Context: an optimization exercise on an open-source flow, tuned for small area and a short achievable clock period. The choices shown serve that exercise and are no tape-out recipe.
In this exercise RTL edits were held to simulation tests only and were not proved equivalent to the original.
Power figures rest on the tool's default switching activity, not on a simulated workload.

<file path="flow/run.sh">
#!/bin/bash
# synth_recipe.tcl (not shown) runs the flow's synth.tcl, then flattens the netlist and writes it again
# the make line also repeats each setting of config.mk as NAME=value (left out here)
make -C /OpenROAD-flow-scripts/flow DESIGN_CONFIG=/design/flow/config.mk WORK_HOME=/design/flow/orfs CLKGATE_MAP_FILE= SYNTH_SCRIPT=/design/flow/synth_recipe.tcl finish
</file>
<file path="flow/config.mk">
export PLATFORM = sky130hd
export DESIGN_NAME = riscv_singlecycle
export DESIGN_NICKNAME = riscv_singlecycle
export VERILOG_FILES = /design/flow/design.v
export SDC_FILE = /design/flow/constraint.sdc
export NUM_CORES = 4
export LEC_CHECK = 0
export CAP_MARGIN = 20
export CORE_MARGIN = 2
export CORE_UTILIZATION = 40
export SLEW_MARGIN = 20
</file>
<file path="flow/constraint.sdc">
create_clock -name core_clock -period 40.0 [get_ports {clk_i}]
set_input_delay 8.0000 -clock core_clock [delete_from_list [all_inputs] [get_ports {clk_i}]]
set_output_delay 8.0000 -clock core_clock [all_outputs]
set_load 0.01 [all_outputs]
</file>
<file path="flow/design.v">
`timescale 1ns / 1ps
module full_adder
(
    input logic a,b,c,
    output logic cr, s
);
always_comb begin
    s= a^b^c;
    cr= (a&b)| c&(a^b);
end
endmodule
`timescale 1ns / 1ps
module MUX
(
    input logic a,b,s,
    output logic o
);
always_comb begin
    case(s)
        1'b0: o=a;
        1'b1: o=b;
    endcase
end
endmodule
`timescale 1ns / 1ps
module adder_module
(
    input logic [31:0] A_i,
    input logic [31:0] B_i,
    input logic Sel_i, 
    output logic [31:0] Sum_o,
    output logic C_o,
    output logic Overflow
);
logic [31:0] C_I;
logic [31:0] C_O;
integer i;
genvar j;
logic [31:0] n1;
logic [31:0] n2;
logic [31:0] B;
logic [32:0] full;
generate 
    for (j=0; j<=31; j=j+1) begin
        full_adder uut (.a(A_i[j]), .b(B[j]), .c(C_I[j]), .cr(n1[j]), .s(n2[j]));
    end
endgenerate
always_comb begin
    if(Sel_i == 0)
    C_I[0]= 0;
    else 
    C_I[0]=1;
    for(i=0;i<=31;i=i+1) begin
        B[i] = B_i[i] ^ Sel_i;
    end
    C_O = n1;
    for(i=0;i<=30;i=i+1) begin
        C_I[i+1] = C_O[i];
    end
    Sum_o = n2;
    C_o = C_O[31];
    Overflow = C_O[31] ^ C_O[30];
    full= {C_o, Sum_o};
end
endmodule
`timescale 1ns / 1ps
module core_adder
(
    input logic [31:0] a_i,b_i,
    output logic [31:0] sum 
);
genvar j;
logic [31:0] C_I;
logic [31:0] C_O;
integer i;
logic [31:0] n1;
logic [31:0] n2;
logic [31:0] B;
generate 
    for (j=0; j<=31; j=j+1)  begin
        full_adder uut (.a(a_i[j]), .b(b_i[j]), .c(C_I[j]), .cr(n1[j]), .s(n2[j]));
    end
endgenerate
always_comb begin
    C_I[0]=0;
    C_O = n1;
    for(i=0;i<=30;i=i+1) begin
        C_I[i+1] = C_O[i];
    end
    sum = n2;
end
endmodule
`timescale 1ns / 1ps
module logic_unit
(
    input logic [31:0] A,B, 
    input logic [1:0] logic_op, 
    output logic [31:0] o
);
integer i;
logic [31:0] o1,o2,o3;
always_comb begin
    for(i=0; i<32; i=i+1) begin
        o1[i] = A[i] ^ B[i];
        o2[i] = A[i] | B[i];
        o3[i] = A[i] & B[i];  
    end
    case(logic_op)
        2'b00: o=o3;
        2'b01: o=o2;
        2'b10: o=o1;
        default  : o=0;
    endcase
end
endmodule
`timescale 1ns / 1ps
module Comparison_Unit
(
    input logic [31:0] A,B,
    input logic [1:0] cmp_op,
    output logic [31:0] o 
);
logic [31:0] f0;
logic f1 ,f3,f4;
logic sign;
integer i,j;
logic t;
always_comb begin
    t=0;
    f1=0;
    f3=0;
    f4=0;
    for(i=0; i<=31; i=i+1) begin
        f0[i] = A[i] ^B[i];
    end
    if((A[31]==1 && B[31] ==1) || (A[31]==0 && B[31]==0))
    sign =1;  
    else
    sign =0; 
    if(sign==0) begin
        if(A[31])
        f3=0;  
        else
        f3=1; 
    end
    if(sign==1) begin
        if(A[31])
        f4=1;  
        else 
        f4=0; 
    end
    for(j=0;j<=31;j=j+1) begin
        if(f0[31-j]==1 && t==0) begin  
           if(A[31-j]) begin
               f1=1;  
               t=1;
           end
           else begin  
               f1=0;
               t=1;
           end 
        end
    end
    case (cmp_op)
        2'b11: o = !(|(f0));  
        2'b01: o =((!sign)&&(!f3) || (sign)&&(!f1)&&(!f4) || (sign)&&f4&&(!f1))  && (|(f0)) ;  
        2'b10: o = !f1 && (|(f0));  
        default: o = 0;
    endcase
end
endmodule
`timescale 1ns / 1ps
module Barrel_shift
(
    input logic [31:0] A,B,
    input logic [1:0] shifter_op,
    output logic [31:0] o
);
genvar i;
logic [31:0] A_16,B_16, A_8,B_8, A_4,B_4, A_2,B_2, A_1,B_1;
logic [31:0] n1,n2,n3,n4,n5;
logic sign_bit;
logic [15:0] sign_mem;
integer j;
logic [31:0] B0;
always_comb begin
    B0= { {27{1'b0}} , B[4:0]  };
    sign_bit=0; sign_mem=0; j=0;
    A_16=0; B_16=0; A_8=0; B_8=0; A_4=0; B_4=0; A_2=0; B_2=0; A_1=0; B_1=0;
    if(shifter_op == 2'b00) begin  
       A_16=  {16'b0,A[31:16]};
       B_16=  {16'b0,B0[31:16]};
       A_8=  {8'b0,n1[31:8]};
       B_8=  {8'b0,n1[31:8]};
       A_4=  {4'b0,n2[31:4]};
       B_4=  {4'b0,n2[31:4]};
       A_2=  {2'b0,n3[31:2]};
       B_2=  {2'b0,n3[31:2]};
       A_1=  {1'b0,n4[31:1]};
       B_1=  {1'b0,n4[31:1]};
    end
    if(shifter_op == 2'b10) begin  
        A_16=  {A[15:0],16'b0};
        B_16=  {B0[15:0],16'b0};
        A_8=  {n1[23:0],8'b0};
        B_8=  {n1[23:0],8'b0};
        A_4=  {n2[27:0],4'b0};
        B_4=  {n2[27:0],4'b0};
        A_2=  {n3[29:0],2'b0};
        B_2=  {n3[29:0],2'b0};
        A_1=  {n4[30:0],1'b0};
        B_1=  {n4[30:0],1'b0};
    end
    if(shifter_op == 2'b01) begin  
       sign_bit=A[31];
       for (j=0;j<16;j=j+1)
       sign_mem[j] = sign_bit;
       A_16=  {sign_mem,A[31:16]};
       B_16=  {sign_mem,B0[31:16]};
       A_8=  {sign_mem[7:0],n1[31:8]};
       B_8=  {sign_mem[7:0],n1[31:8]};
       A_4=  {sign_mem[3:0],n2[31:4]};
       B_4=  {sign_mem[3:0],n2[31:4]};
       A_2=  {sign_mem[1:0],n3[31:2]};
       B_2=  {sign_mem[1:0],n3[31:2]};
       A_1=  {sign_mem[0],n4[31:1]};
       B_1=  {sign_mem[0],n4[31:1]};
    end
    o=n5;
end
generate 
    for(i=0; i<32; i=i+1) begin
        MUX bit_16 (.a(A[31-i]), .b(A_16[31-i]),.s(B0[4]) , .o(n1[31-i]) );
        MUX bit_8 (.a(n1[31-i]), .b(A_8[31-i]), .s(B0[3]) , .o(n2[31-i]) );
        MUX bit_4 (.a(n2[31-i]), .b(A_4[31-i]), .s(B0[2]) , .o(n3[31-i]) );
        MUX bit_2 (.a(n3[31-i]), .b(A_2[31-i]), .s(B0[1]) , .o(n4[31-i]) );
        MUX bit_1 (.a(n4[31-i]), .b(A_1[31-i]), .s(B0[0]) , .o(n5[31-i]) );
    end
endgenerate
endmodule
`timescale 1ns / 1ps
module Count_Unit
(
    input logic [31:0] A,  
    input logic  [1:0] op,  
    output logic [31:0] out
);
logic [31:0] counter; 
logic stop;
always_comb begin
counter = 0; 
stop = 0;
    case(op)
        2'b00 : for (int i = 31; i>=0; i=i-1) begin
                    if(A[i] == 0 && !stop) counter = counter + 1;    
                    else stop = 1;
                end
        2'b01 : for (int i = 0; i<=31; i=i+1) begin                  
                    if(A[i] == 0 && !stop) counter = counter + 1;           
                    else stop = 1;
                end
        2'b10 : for (int i = 0; i<=31; i=i+1)                        
                if(A[i] == 1) counter = counter + 1;  
        default: counter = 0;
    endcase
    out = counter;
end
endmodule
`timescale 1ns / 1ps
module ALU
(
    input logic [31:0] A,B,
    input logic [3:0] op,
    output logic [31:0] F,
    output logic C,Ov, Zero 
);
logic [31:0] o1,o2,o3,o4,o5;
logic n2,n3;
logic [32:0] full;
adder_module u0 (.A_i(A), .B_i(B), .Sel_i(op[0]), .Sum_o(o1), .C_o(n2), .Overflow(n3));
logic_unit u1 (.A(A), .B(B), .logic_op({op[3],op[0]}), .o(o2));
Comparison_Unit u2 (.A(A), .B(B) , .cmp_op({op[3],op[0]}), .o(o3));
Barrel_shift u3 (.A(A), .B(B), .shifter_op({op[3],op[0]}), .o(o4));
Count_Unit u4 ( .A(A), .op(B[1:0]), .out(o5));
always_comb begin
    C=n2;
    Ov=n3;
    case(op[2:1]) 
        2'b00 : F=o1;
        2'b01 : F=o2;
        2'b10 : F=o3;
        2'b11 : if(op != 4'b1111) F=o4;
                else F=o5;  
    endcase
    Zero  = F[0];
    full ={C,F};
end
endmodule
`timescale 1ns / 1ps
module Extend
(
    input logic [31:7] Instr, 
    input logic [2:0] ImmSrc, 
    output logic [31:0] ImmExt
);
always_comb  begin
    case(ImmSrc)
        3'b000: ImmExt = {{20{Instr[31]}}, Instr[31:20]};   
        3'b001: ImmExt = {{20{Instr[31]}}, Instr[31:25], Instr[11:7]};  
        3'b010: ImmExt = {{20{Instr[31]}}, Instr[7], Instr[30:25], Instr[11:8], 1'b0};  
        3'b011: ImmExt = {{12{Instr[31]}}, Instr[19:12], Instr[20], Instr[30:21], 1'b0};  
        3'b100: ImmExt = {Instr[31:12], {12{1'b0}} };  
        default: ImmExt = 32'h0;
    endcase
end
endmodule
`timescale 1ns / 1ps
module PC
(
    input logic [31:0] PCNext,
    input logic  CLK, 
    input logic reset,
    output logic [31:0] PC
);
always_ff @(posedge CLK or negedge reset)
begin
    if(!reset) 
    PC<=32'h8000_0000;   
    else
    PC<=PCNext;
end    
endmodule
`timescale 1ns / 1ps
module Register_File
(
    input logic [4:0] A1,A2,A3,
    input logic clk, WE3,reset,
    input logic [31:0] WD3, 
    output logic [31:0] RD1,RD2
);
logic [31:1][31:0] file;  
always_ff @(posedge clk or negedge reset ) begin
    if(!reset) begin
        file <= '0;    
    end
    else
    if(WE3 && (A3 != 5'b00000))  file[A3] <= WD3;
end
always_comb  begin
    RD1= (A1 == 5'b00000) ? 32'd0 : file[A1];
    RD2= (A2 == 5'b00000) ? 32'd0 : file[A2];
end
endmodule
`timescale 1ns / 1ps
module Datapath
(
    input logic PCSrc,MemWrite, ALUSrc ,RegWrite, clk, rstn_i,
    input logic [3:0] ALUControl,
    input logic [1:0] ResultSrc, TargetSrc,
    input logic [2:0] ImmSrc,
    input logic [31:0] imem_rdata_i,
    input logic [31:0] dmem_rdata_i,
    output logic [31:0] Instr,
    output logic [31:0] pc_o,
    output logic [4:0] reg_addr_o,
    output logic [31:0] reg_data_o,
    output logic [31:0] mem_addr_o,
    output logic [31:0] mem_wdata_o,
    output logic [3:0]  mem_we_o,
    output logic Zero
);
logic [31:0] pc, instr, Result, SrcA, rd2, immext, PCTarget, four, PCPlus4, PCNext, SrcB, ALUResult, ReadData, Target;             
logic[31:0] srcb, pcnext, result,target;
logic [19:15] a1;
logic [24:20] a2;
logic [11:7] a3;
logic z;
assign four =32'h4;
assign a1 = instr[19:15];
assign a2 = instr[24:20];
assign a3 = instr[11:7];
assign pc_o = pc;
assign reg_addr_o = a3;
assign reg_data_o = Result;
assign mem_addr_o = ALUResult;
assign mem_wdata_o = rd2;
assign instr = imem_rdata_i;   
Register_File d1(.A1(a1) , .A2(a2), .A3(a3), .clk(clk), .WE3(RegWrite), .WD3(Result), .RD1(SrcA), .RD2(rd2), .reset(rstn_i));  
Extend d2 (.Instr(instr[31:7]), .ImmSrc(ImmSrc), .ImmExt(immext));      
PC d3 (.PCNext(PCNext), .CLK(clk), .PC(pc), .reset(rstn_i)); 
ALU d4 (.A(SrcA), .B(SrcB), .F(ALUResult), .Zero(z),.op(ALUControl)); 
always_comb begin
    case(instr[14:12])
        3'b000: ReadData = { {24{dmem_rdata_i[7]}} ,  dmem_rdata_i[7:0] };     
        3'b001: ReadData = { {16{dmem_rdata_i[15]}} , dmem_rdata_i[15:0] };    
        3'b010: ReadData = dmem_rdata_i;                                       
        3'b100: ReadData = { {24{1'b0}} , dmem_rdata_i[7:0] };                 
        3'b101: ReadData = { {16{1'b0}} , dmem_rdata_i[15:0] };                
        default: ReadData = 32'h0;
    endcase
    case(instr[14:12])
        3'b000: mem_we_o = {3'b000, MemWrite};    
        3'b001: mem_we_o = {2'b00, {2{MemWrite}}};  
        3'b010: mem_we_o = {4{MemWrite}};         
        default: mem_we_o = 4'b0000;
    endcase
end
core_adder adder0 (.a_i(Target), .b_i(immext), .sum(PCTarget));
core_adder adder1 (.a_i(pc), .b_i(four), .sum(PCPlus4));        
assign SrcB = srcb;        
assign PCNext = pcnext;
assign Result = result;        
assign Target = target;
always_comb begin 
    Instr = instr;      
    Zero = z;
    case(PCSrc) 
        1'b0 : pcnext = PCPlus4;
        1'b1 : pcnext = PCTarget; 
    endcase
    case(ALUSrc)
        1'b0 : srcb = rd2;
        1'b1 : srcb = immext;
    endcase             
    case(ResultSrc)
        2'b00: result = ALUResult;           
        2'b01: result = ReadData;
        2'b10: result = PCPlus4;    
        2'b11: result = PCTarget;                  
    endcase         
    case(TargetSrc)
        2'b00: target = 32'h0;
        2'b01: target = pc;
        2'b10: target =SrcA;
        default: target = 32'h0;
    endcase
end
endmodule
`timescale 1ns / 1ps
module Main_Decoder
(
    input logic [6:0] op ,
    output logic Branch,Jump,MemWrite,ALUSrc,RegWrite,
    output logic [1:0] ResultSrc,ALUOp,TargetSrc,
    output logic [2:0] ImmSrc
);
logic [13:0] controls;
always_comb begin
    case(op)
        7'b0000011: controls = 14'b1_000_1_0_01_0_00_0_01;  
        7'b0100011: controls = 14'b0_001_1_1_00_0_00_0_01;  
        7'b0110011: controls = 14'b1_000_0_0_00_0_10_0_01;  
        7'b1100011: controls = 14'b0_010_0_0_00_1_01_0_01;  
        7'b0010011: controls = 14'b1_000_1_0_00_0_10_0_01;  
        7'b0010111: controls = 14'b1_100_0_0_11_0_00_0_01;  
        7'b0110111: controls = 14'b1_100_0_0_11_0_00_0_00;  
        7'b1101111: controls = 14'b1_011_0_0_10_0_00_1_01;  
        7'b1100111: controls = 14'b1_000_1_0_10_0_00_1_10;  
        default:    controls = 14'b0_000_0_0_00_0_00_0_00;  
    endcase
    {RegWrite, ImmSrc, ALUSrc, MemWrite,
    ResultSrc, Branch, ALUOp, Jump , TargetSrc} = controls;
end
endmodule
`timescale 1ns / 1ps
module ALU_dec
(
    input logic opb5,
    input logic [2:0] funct3,
    input logic funct7b5,
    input logic [1:0] ALUOp,
    output logic [3:0] ALUControl
);
logic RtypeSub;
assign RtypeSub = funct7b5 & opb5;  
always_comb begin
    case(ALUOp)
        2'b00: ALUControl = 4'b0000;  
        2'b01: case(funct3)  
                   3'b000: ALUControl = 4'b1101;   
                   3'b001: ALUControl = 4'b1101;
                   3'b100: ALUControl = 4'b0101;   
                   3'b101: ALUControl = 4'b0101; 
                   3'b110: ALUControl = 4'b1100;   
                   3'b111: ALUControl = 4'b1100;
                   default: ALUControl = 4'b0000;
               endcase
        default: case(funct3)  
                     3'b000: if (RtypeSub) ALUControl = 4'b0001;  
                             else ALUControl = 4'b0000;  
                     3'b001: if (!funct7b5) ALUControl = 4'b1110;  
                             else ALUControl = 4'b1111;  
                     3'b010: ALUControl = 4'b0101;  
                     3'b011: ALUControl = 4'b1100;  
                     3'b100: ALUControl = 4'b1010;  
                     3'b110: ALUControl = 4'b0011;  
                     3'b111: ALUControl = 4'b0010;  
                     3'b101: if (funct7b5) ALUControl = 4'b0111;  
                             else ALUControl = 4'b0110;
                     default: ALUControl = 4'b0000;  
                 endcase
    endcase
end
endmodule
`timescale 1ns / 1ps
module Control_Unit
(
    input  logic [6:0] op,
    input  logic [14:12] funct3,
    input  logic funct7, Zero,
    output logic PCSrc, MemWrite, ALUSrc, RegWrite,
    output logic [1:0] ResultSrc, TargetSrc,
    output logic [2:0] ImmSrc,
    output logic [3:0] ALUControl
);
logic Branch0, Jump0,  MemWrite0, ALUSrc0, RegWrite0;
logic [1:0] ResultSrc0, ALUOp0,TargetSrc0;
logic [2:0] ImmSrc0;
logic [3:0] ALUControl0;
logic flag;
Main_Decoder m_dec (.op(op), .Branch(Branch0), .Jump(Jump0), .MemWrite(MemWrite0),
 .ALUSrc(ALUSrc0), .RegWrite(RegWrite0)
, .ResultSrc(ResultSrc0), .ImmSrc(ImmSrc0), .ALUOp(ALUOp0), .TargetSrc(TargetSrc0) );
ALU_dec alu_dec (.opb5(op[5]), .funct3(funct3), .funct7b5(funct7), .ALUOp(ALUOp0),
 .ALUControl(ALUControl0));
always_comb begin
    case (funct3[12])
        1'b0: flag = Zero;
        1'b1: flag = ~Zero;
    endcase
    PCSrc= (flag & Branch0) | Jump0;
    MemWrite= MemWrite0;
    ALUSrc= ALUSrc0;
    RegWrite= RegWrite0;
    ResultSrc= ResultSrc0; 
    ImmSrc= ImmSrc0;
    TargetSrc = TargetSrc0;
    ALUControl = ALUControl0;
end
endmodule
`timescale 1ns / 1ps
module riscv_singlecycle
(
    input  logic        clk_i,          
    input  logic        rstn_i,         
    output logic [31:0] imem_addr_o,    
    input  logic [31:0] imem_rdata_i,   
    output logic [31:0] dmem_addr_o,    
    output logic [31:0] dmem_wdata_o,   
    output logic [3:0]  dmem_we_o,      
    input  logic [31:0] dmem_rdata_i,   
    output logic        rd_we_o,        
    output logic [4:0]  rd_addr_o,      
    output logic [31:0] rd_data_o       
);
logic PCSrc1,MemWrite1, ALUSrc1 ,RegWrite1;
logic [3:0] ALUControl1;
logic [2:0] ImmSrc1;
logic [1:0] ResultSrc1, TargetSrc1;
logic zero1;
logic [31:0] Instr1;
Datapath datapath (.PCSrc(PCSrc1), .MemWrite(MemWrite1), .ALUSrc(ALUSrc1), .RegWrite(RegWrite1),
 .clk(clk_i), .TargetSrc(TargetSrc1), .ALUControl(ALUControl1)
, .ImmSrc(ImmSrc1), .ResultSrc(ResultSrc1), .Zero(zero1), .Instr(Instr1),
.imem_rdata_i(imem_rdata_i), .dmem_rdata_i(dmem_rdata_i), .rstn_i(rstn_i), .pc_o(imem_addr_o),
.reg_addr_o(rd_addr_o), .reg_data_o(rd_data_o), .mem_addr_o(dmem_addr_o),
.mem_wdata_o(dmem_wdata_o), .mem_we_o(dmem_we_o) );
Control_Unit ctrl (.op(Instr1[6:0]) , .funct3(Instr1[14:12]), .funct7(Instr1[30]), .Zero(zero1), .PCSrc(PCSrc1),
.MemWrite(MemWrite1), .ALUSrc(ALUSrc1), .RegWrite(RegWrite1), .ResultSrc(ResultSrc1),
 .ImmSrc(ImmSrc1), .ALUControl(ALUControl1),
 .TargetSrc(TargetSrc1) );
assign rd_we_o = RegWrite1;
endmodule
</file>
==> run summary <==
==> repair_timing <==
action / in CTS / in global routing
buffers inserted: 0 / 30
endpoints found under the setup margin: 7 / 18
cloned: 0 / 3
gates resized for setup: 2 / 63
pin swaps: 1 / 19
==> cell families after synthesis <==
| kind of cell | share of synthesized area |
|---|---|
| xor+xnor | 0.0495 |
| flops | 0.321 |
| buf+inv | 0.0549 |
| compound gates | 0.186 |
| simple gates | 0.159 |
| mux | 0.181 |
| fa+ha+maj | 0.0488 |
==> power by group through the flow <==
stage | clock [mW] | sequential, mW | combinational, mW
2_1_floorplan | 0 | 1.15 | 1.19
3_3_place_gp | 0 | 1.16 | 1.73
3_5_place_dp | 0 | 1.17 | 1.75
4_1_cts | 1.07 | 1.15 | 1.76
5_1_grt | 1.11 | 1.16 | 1.96
6_report | 1.06 | 1.15 | 1.83
==> final timing paths <==
check                                        end  slack [ns]  depth (start not counted)
setup reg to reg           datapath.d1.file[168]       17.74                        107
min in group asynchronous    datapath.d1.file[9]        7.38                          1
setup / recovery                  dmem_addr_o[6]        1.07                        109
hold reg to reg             datapath.d1.file[20]        0.50                          2
max in group asynchronous  datapath.d1.file[125]       29.57                          5
hold / removal              datapath.d1.file[20]        0.50                          2
==> per-stage QoR <==
step,hold WS [ns],instances
after detailed placement,0.486,11091
after global placement,0.474,11091
after floorplan,0.458,8714
final,0.495,11340
after global routing,0.517,11328
after CTS,0.499,11293
==> sequential cells by signal, indices dropped and copies added (netlist names) <==
signal and flops:
datapath.d1.file 992, datapath.d3.PC 32
==> metal layers <==
layer | part of all wire | up-vias
met5 | 0.00037 | -
met4 | 0.063 | 18
met3 | 0.10 | 910
met2 | 0.45 | 3832
met1 | 0.38 | 36229
li1 | - | 31512
==> final cells by class <==
class / count / area, um^2 / area share
repair buffers: 529 / 4750 / 0.0534
well taps: 2640 / 3300 / 0.0371
multi-input cells: 6689 / 50700 / 0.570
clock buffers: 169 / 3300 / 0.0370
flip-flops and latches: 1024 / 25600 / 0.288
inverters: 244 / 917 / 0.0103
diodes: 12 / 30.0 / 0.000337
clock inverters: 33 / 377 / 0.00423
==> layout by cell type (no fill, tap or decap), types with 41 or more instances in the layout <==
| cell type | count |
|---|---|
| a21oi_1 | 305 |
| fa_1 | 60 |
| and2_1 | 53 |
| o211ai_1 | 56 |
| mux2i_1 | 154 |
| nand2_1 | 1514 |
| mux4_2 | 479 |
| nor3_1 | 145 |
| ha_1 | 204 |
| o21ai_0 | 1135 |
| a211oi_1 | 74 |
| buf_4 | 306 |
| a21o_1 | 57 |
| clkdlybuf4s50_1 | 196 |
| clkbuf_16 | 115 |
| a31oi_1 | 69 |
| dfrtp_1 | 1023 |
| o22ai_1 | 53 |
| a22oi_1 | 52 |
| and3_1 | 69 |
| or3_1 | 41 |
| nand3_1 | 175 |
| o21ai_1 | 64 |
| o221ai_1 | 44 |
| nand4_1 | 42 |
| xor2_1 | 102 |
| xnor2_1 | 193 |
| mux2_2 | 139 |
| nor2_1 | 501 |
| inv_1 | 223 |
| a222oi_1 | 41 |
==> worst reg2reg max path: cells and delay by family (launching register included) <==
| family | cells | cell delay [ns] |
|---|---|---|
| and+or+nand+nor | 25 | 2.64 |
| muxes | 13 | 2.90 |
| AOI/OAI and AO/OA | 29 | 5.28 |
| xor gates and xnor gates | 3 | 0.62 |
| buffers and inverters | 9 | 1.46 |
| adders and majority gates | 28 | 8.77 |
| DFF | 1 | 0.41 |
==> flow_summary.ini <==
[yosys]
synth_seq_cells = 1024
seq_area_frac_synth = 0.321
synthArstFlopShare = 1.00
synthesis.nets = 9048
synth.most_common_cell = nand2_1
yosysTopAreaCell = dfrtp_1
syn_area_um2 = 79800
syn_avg_cell_area_um2 = 9.15
synthFlopType = dfrtp_1
yosys_warnings = 16
netlist_top_cells_area = dfrtp_1, mux4_2, nand2_1, o21ai_0, ha_1
synth_edf_count = 0
synth_top_area_frac = 0.321
netlist_instances = 8714
yosys-top-cells-count = nand2_1, o21ai_0, dfrtp_1
yosysUniqueCellTypes = 131

[global_route]
met3_usage = 0.0788
grt-ovfl-total = 0
grt_pass1_wl_um = 487000
grt_use_total = 0.322
grt_max_degree = 170
top_usage_layer = met2
use_met2 = 0.500
grt_use_met1 = 0.414
grt_pass1_vias = 69722
antenna_found_initial = 17

[min_path]
holdCritPathClass = reg -> reg
hp-start = datapath.d1.file[20]

[pwr]
p_sw_mw = 1.65
leakage_nw = 36.6
p_total_mw = 4.03
worst_ir_drop_vdd_v = 0.0000414
powerDensity_nw_per_um2 = 45.3
internal_power_mw = 2.39
p_clk_frac = 0.262
combPwrFrac = 0.453
seqPwrFrac = 0.285
sw_frac_of_total = 0.408

[drt]
vias = 72501
via_per_inst = 6.39
drt_wl_total_um = 335000
drt_iter0_markers = 8527
wl_per_cell_um = 29.5
ant_nets = 0
dr.pass1.iters = 9
drc = 0

[critical_path]
worst_path_max_delay_cell = nor4b_2
max_stage_delay_ns = 0.75
end_kind = output port
critPathArrivalTime_ns = 30.93
crit_type = in -> out
path_common_cell = ha_1
crit_family = adder cells
critPathRequiredTime_ns = 32.00
start_kind = primary input
worstSetupStartpoint = imem_rdata_i[16]
cp_max_fo = 12
r2r_start = datapath.d1.file[129]
cp_num_buf_inv = 13

[floorplan]
pin_count = 204
initial_utilization = 0.403
die_area_um2 = 203000
rows = 163
core_area_um2 = 198000
die_h_um = 451
die_width_um = 451

[timing]
setup_viol = 0
finClkSkew_ns = 0.0593
setup_tns_ns = 0
min_period_ns = 38.93
relSlewSlack = 0.133
slew_viol_final = 0
worst_pin_slew_ns = 1.29
hold_violations = 0
final.setup.worst_slack_ns = 1.07
max_freq_ghz = 0.0257
min_period_over_period = 0.973

[clock_network]
cts_buffers = 111
cts-htree-levels = 3
cts.path.max_buffers = 3
clkLatencyLatePin_ns = 0.76
root_buffer = clkbuf_16
cts_tree = built
clock_sinks = 1024
cts.reportedPaths.clkPinSlew_ns = 0.06
cts_hold_buf = 0

[placed_design]
pre_cts_ws_ns = -0.238
io_buffer_count = 203
gp_congestion = 0.992
dpl.hpwl_um = 231000
place_area_um2 = 84600

[finish]
stdcell_area_um2 = 89000
fin_util = 0.450
fill_cells = 19069
layout-drive-gt1-share = 0.166
finalNetCount = 8933
areaGrowthSynthToFinish_pct = 11.6

[job]
maxCapViolations = 0

[outcome]
status = complete, no violations

## what the ideal ports hide
How much do the figures lean on ideal ports? The routed layout below was timed once more, with nothing changed but the port constraints. Step 1, drivers: a clkbuf_16 drives clk_i and a buf_2 each remaining input, both assumed. Step 2 times the ports against the registers' clock, not the clock port: input delays grow and output delays shrink by t, the midpoint of the rising clock arrivals with the driver on. a / b / c = no drivers / after step 1 / after step 2; a / b = the first two.
t (ns): 0.811
setup slack, ns: 1.071 / 1.027 / 1.027
clock arrival spread, ns: 0.059 / 0.059
slew at the worst register clock pin (ns): 0.07 / 0.07
worst data-port slew with drivers (ns): 0.09
After both steps setup and hold are still met in this run. For this run, drivers alone change the setup slack by -0.044 ns; drivers and shift together by -0.044 ns.
